Context: an optimization exercise on an open-source flow, tuned for small area. The choices shown serve that exercise and are no tape-out recipe.
In this exercise RTL edits were held to simulation tests only and were not proved equivalent to the original.
Power and IR drop assume default switching activity.

## before
==> module fibonacci_lfsr_64, before the edit <==
module fibonacci_lfsr_64(CLK, nRST, r);
parameter SEED = 64'hFEEDBABEDEADBEEF;
localparam [63:0] PRE_SEED = {SEED[0] ^ SEED[63] ^ SEED[61] ^ SEED[60], SEED[63:1]};
localparam [71:0] POL = 72'hAAAAAAAAAAAAAAAAAA;
localparam [71:0] INIT = {8'd0, PRE_SEED} ^ POL;
input CLK, nRST;
output [8:0] r;
reg [71:0] q;
wire shift_in = q[63] ^ q[62] ^ q[60] ^ q[59];
always @(posedge CLK) begin
    if (!nRST) q <= INIT;
    else q <= {~q[70:0], shift_in};
end
assign r = q[71:63] ^ POL[71:63];
endmodule
Settings: LEC_CHECK=0, CAP_MARGIN=20, CORE_MARGIN=2, CORE_UTILIZATION=60, PLACE_DENSITY=0.7, SLEW_MARGIN=20; clock period 25.0 ns.
standard.sh (not shown) runs the stock make flow with config.mk's settings and CLKGATE_MAP_FILE= SYNTH_SCRIPT=/design/flow/synth_recipe.tcl, a recipe that flattens the netlist after the stock synthesis.
==> flow/flow/run.sh <==
#!/bin/bash
# Own layout flow.
# 1. the standard synthesis (its registers and names are kept).
# 2. Area-oriented re-synthesis: every module of the design is synthesised on
#    its own with ABC's deep resynthesis (eight random seeds, two mappers:
#    sixteen runs); for each
#    module the smallest result is kept; the design is then flattened. Its
#    flip-flops get the standard synthesis's names (same Yosys naming), which
#    is checked, and a Yosys equivalence proof against the standard netlist
#    must pass. If either check fails, the standard netlist's combinational
#    logic is re-mapped by ABC instead (remap.tcl), or, failing that, the
#    standard netlist is used as it is.
# 3. the standard layout, with small port buffers and a clock tree of
#    small buffers without dummy loads.
set -uo pipefail
W=$(pwd)
R=$W/orfs/results/$FLOW_PLATFORM/stoch_power_iter/base
LIB=$FLOW_HOME/platforms/$FLOW_PLATFORM/lib/sky130_fd_sc_hd__tt_025C_1v80.lib
export LIB

bash standard.sh synth > $W/log_synth.txt 2>&1 || exit 1
cp $R/1_2_yosys.v $W/std_synth.v

use_netlist() {
    cp "$1" $R/1_2_yosys.v
    rm -f $R/1_synth.odb $R/1_synth.sdc
    echo "netlist: $1" >> $W/log_choice.txt
}

ff_names() {
    grep -o 'sky130_fd_sc_hd__dfxtp_1 [^ ]*' "$1" | sort
}

check_netlist() {
    # same flip-flops (names and cells) as the standard synthesis, and equivalent
    ff_names $W/std_synth.v > $W/ff_std.txt
    ff_names "$1" > $W/ff_new.txt
    cmp -s $W/ff_std.txt $W/ff_new.txt || { echo "$1: flip-flops differ" >> $W/log_choice.txt; return 1; }
    STD_NETLIST=$W/std_synth.v NETLIST="$1" OUT_EQ="$1.eq.txt" \
        timeout 1200 yosys -c $W/flow/eq.tcl > "$1.eq.log" 2>&1 \
        || { echo "$1: equivalence not proven" >> $W/log_choice.txt; return 1; }
    return 0
}

# 2. per-module synthesis: sixteen runs (eight seeds, two mappers), four at a time
for wave in "1 2 3 4" "5 6 7 8" "9 10 11 12" "13 14 15 16"; do
    for c in $wave; do
        if (( c <= 8 )); then m=amap; else m=nf; fi
        sed "s/@SEED@/$(( (c - 1) % 8 + 1 ))/" $W/flow/pm_$m.abc > $W/pm_$c.abc
        DESIGN=$W/design.v FAMAP=$W/flow/fa_map.v ABC_SCRIPT=$W/pm_$c.abc \
            OUT_STAT=$W/pm_stat_$c.txt OUT_NETLIST=$W/pm_net_$c.v \
            timeout 1200 yosys -c $W/flow/pm.tcl > $W/log_pm_$c.txt 2>&1 &
    done
    wait
done
args=()
for c in $(seq 1 16); do
    [[ -s $W/pm_stat_$c.txt && -s $W/pm_net_$c.v ]] && args+=($W/pm_stat_$c.txt $W/pm_net_$c.v)
done
done_ok=0
if (( ${#args[@]} > 0 )) && python3 $W/flow/assemble.py $W/pm_asm.v "${args[@]}" > $W/log_assemble.txt 2>&1; then
    IN_NETLIST=$W/pm_asm.v OUT_STAT=$W/pm_flat_stat.txt OUT_NETLIST=$W/pm_flat.v \
        yosys -c $W/flow/flat.tcl > $W/log_flat.txt 2>&1 \
        && check_netlist $W/pm_flat.v && use_netlist $W/pm_flat.v && done_ok=1
fi

# fallback: re-map the standard netlist's combinational logic
if (( ! done_ok )); then
    for s in 1 2 3 4; do
        sed "s/@SEED@/$s/" $W/flow/remap.abc > $W/remap_$s.abc
        STD_NETLIST=$W/std_synth.v OUT_NETLIST=$W/remap_$s.v ABC_SCRIPT=$W/remap_$s.abc \
            timeout 1200 yosys -c $W/flow/remap.tcl > $W/log_remap_$s.txt 2>&1 &
    done
    wait
    best=""
    best_area=""
    for s in 1 2 3 4; do
        a=$(grep "Chip area for top module" $W/log_remap_$s.txt | tail -1 | awk '{print $NF}')
        [[ -n "$a" && -s $W/remap_$s.v ]] || continue
        if [[ -z "$best" ]] || awk -v a="$a" -v b="$best_area" 'BEGIN { exit !(a < b) }'; then
            best=$s
            best_area=$a
        fi
    done
    if [[ -n "$best" ]] && check_netlist $W/remap_$best.v; then
        use_netlist $W/remap_$best.v
        done_ok=1
    fi
fi
(( done_ok )) || echo "netlist: standard synthesis" >> $W/log_choice.txt

bash standard.sh \
    "BUFFER_PORTS_ARGS=-buffer_cell sky130_fd_sc_hd__buf_1" \
    "CTS_ARGS=-sink_clustering_enable -repair_clock_nets -dont_use_dummy_load -buf_list sky130_fd_sc_hd__clkbuf_2" \
    finish > $W/log_layout.txt 2>&1
Other scripts of this flow, unchanged in this note and not shown: flow/flow/assemble.py, flow/flow/eq.tcl, flow/flow/fa_map.v, flow/flow/flat.tcl, flow/flow/pm.tcl, flow/flow/pm_amap.abc, flow/flow/pm_nf.abc, flow/flow/remap.abc, flow/flow/remap.tcl
Input-level comparison between after and before:
--- a/flow/design.v
+++ b/flow/design.v
@@ -2,16 +2,15 @@
 module fibonacci_lfsr_64(CLK, nRST, r);
 parameter SEED = 64'hFEEDBABEDEADBEEF;
-localparam [63:0] PRE_SEED = {SEED[0] ^ SEED[63] ^ SEED[61] ^ SEED[60], SEED[63:1]};
-localparam [71:0] POL = 72'hAAAAAAAAAAAAAAAAAA;
-localparam [71:0] INIT = {8'd0, PRE_SEED} ^ POL;
+localparam [72:0] POL = 73'h0AAAAAAAAAAAAAAAAAA;
+localparam [72:0] INIT = {9'd0, SEED} ^ POL;
 input CLK, nRST;
 output [8:0] r;
-reg [71:0] q;
-wire shift_in = q[63] ^ q[62] ^ q[60] ^ q[59];
+reg [72:0] s;
+wire shift_in = s[63] ^ s[62] ^ s[60] ^ s[59];
 always @(posedge CLK) begin
-    if (!nRST) q <= INIT;
-    else q <= {~q[70:0], shift_in};
+    if (!nRST) s <= INIT;
+    else s <= {~s[71:0], shift_in};
 end
-assign r = q[71:63] ^ POL[71:63];
+assign r = s[72:64] ^ POL[72:64];
 endmodule
 `timescale 1ns / 1ps
Findings:
Reported for after and before, number of pins exceeding their max-slew limit in the final report turned out identical to the last digit.
The setup slack reported for after is greater than that of before by 100 ps.
The clock network power consumption on after is in line with that on before.
Delta (after minus before): total power after layout held; global-route usage over all layers went down 0.28 points; via count held.
Looking at switching power summed over all nets, after sits above before.
Diff after..before | synthesis-to-finish area growth | negligible
Length of routed wiring on met1 grows slightly when moving from before to after.
Number of sequential cells in the layout (after over before): increase, 1

==> separate check: timing with driven ports <==
The flow's constraints put no driver on any port. The routed layouts listed below were extracted and timed again, unchanged, in two steps. Step 1 sets driving cells, clkbuf_16 on the clock port and buf_2 on the other inputs (assumed; they add their load-dependent delay and slew). Step 2 moves the port delays by t, midway between the first and last clock arrival at a register: inputs arrive t later, outputs are due t later. That takes back most of the time a late clock gives input paths. a / b / c = ideal ports / drivers / drivers and shift; a / b = the first two.
| run | t (ns) | setup WS [ns] | clock arrival spread, ns | slew at the worst register clock pin (ns) | pins driven straight from the clock port |
|---|---|---|---|---|---|
| before | 0.829 | 6.271 / 6.247 / 6.247 | 0.157 / 0.157 | 0.10 / 0.10 | 1 |
| after | 0.814 | 6.373 / 6.350 / 6.350 | 0.152 / 0.152 | 0.10 / 0.10 | 1 |
After both steps every run listed still meets setup and hold. For before, which loses most, drivers alone change the setup slack by -0.024 ns; drivers and shift together by -0.024 ns.
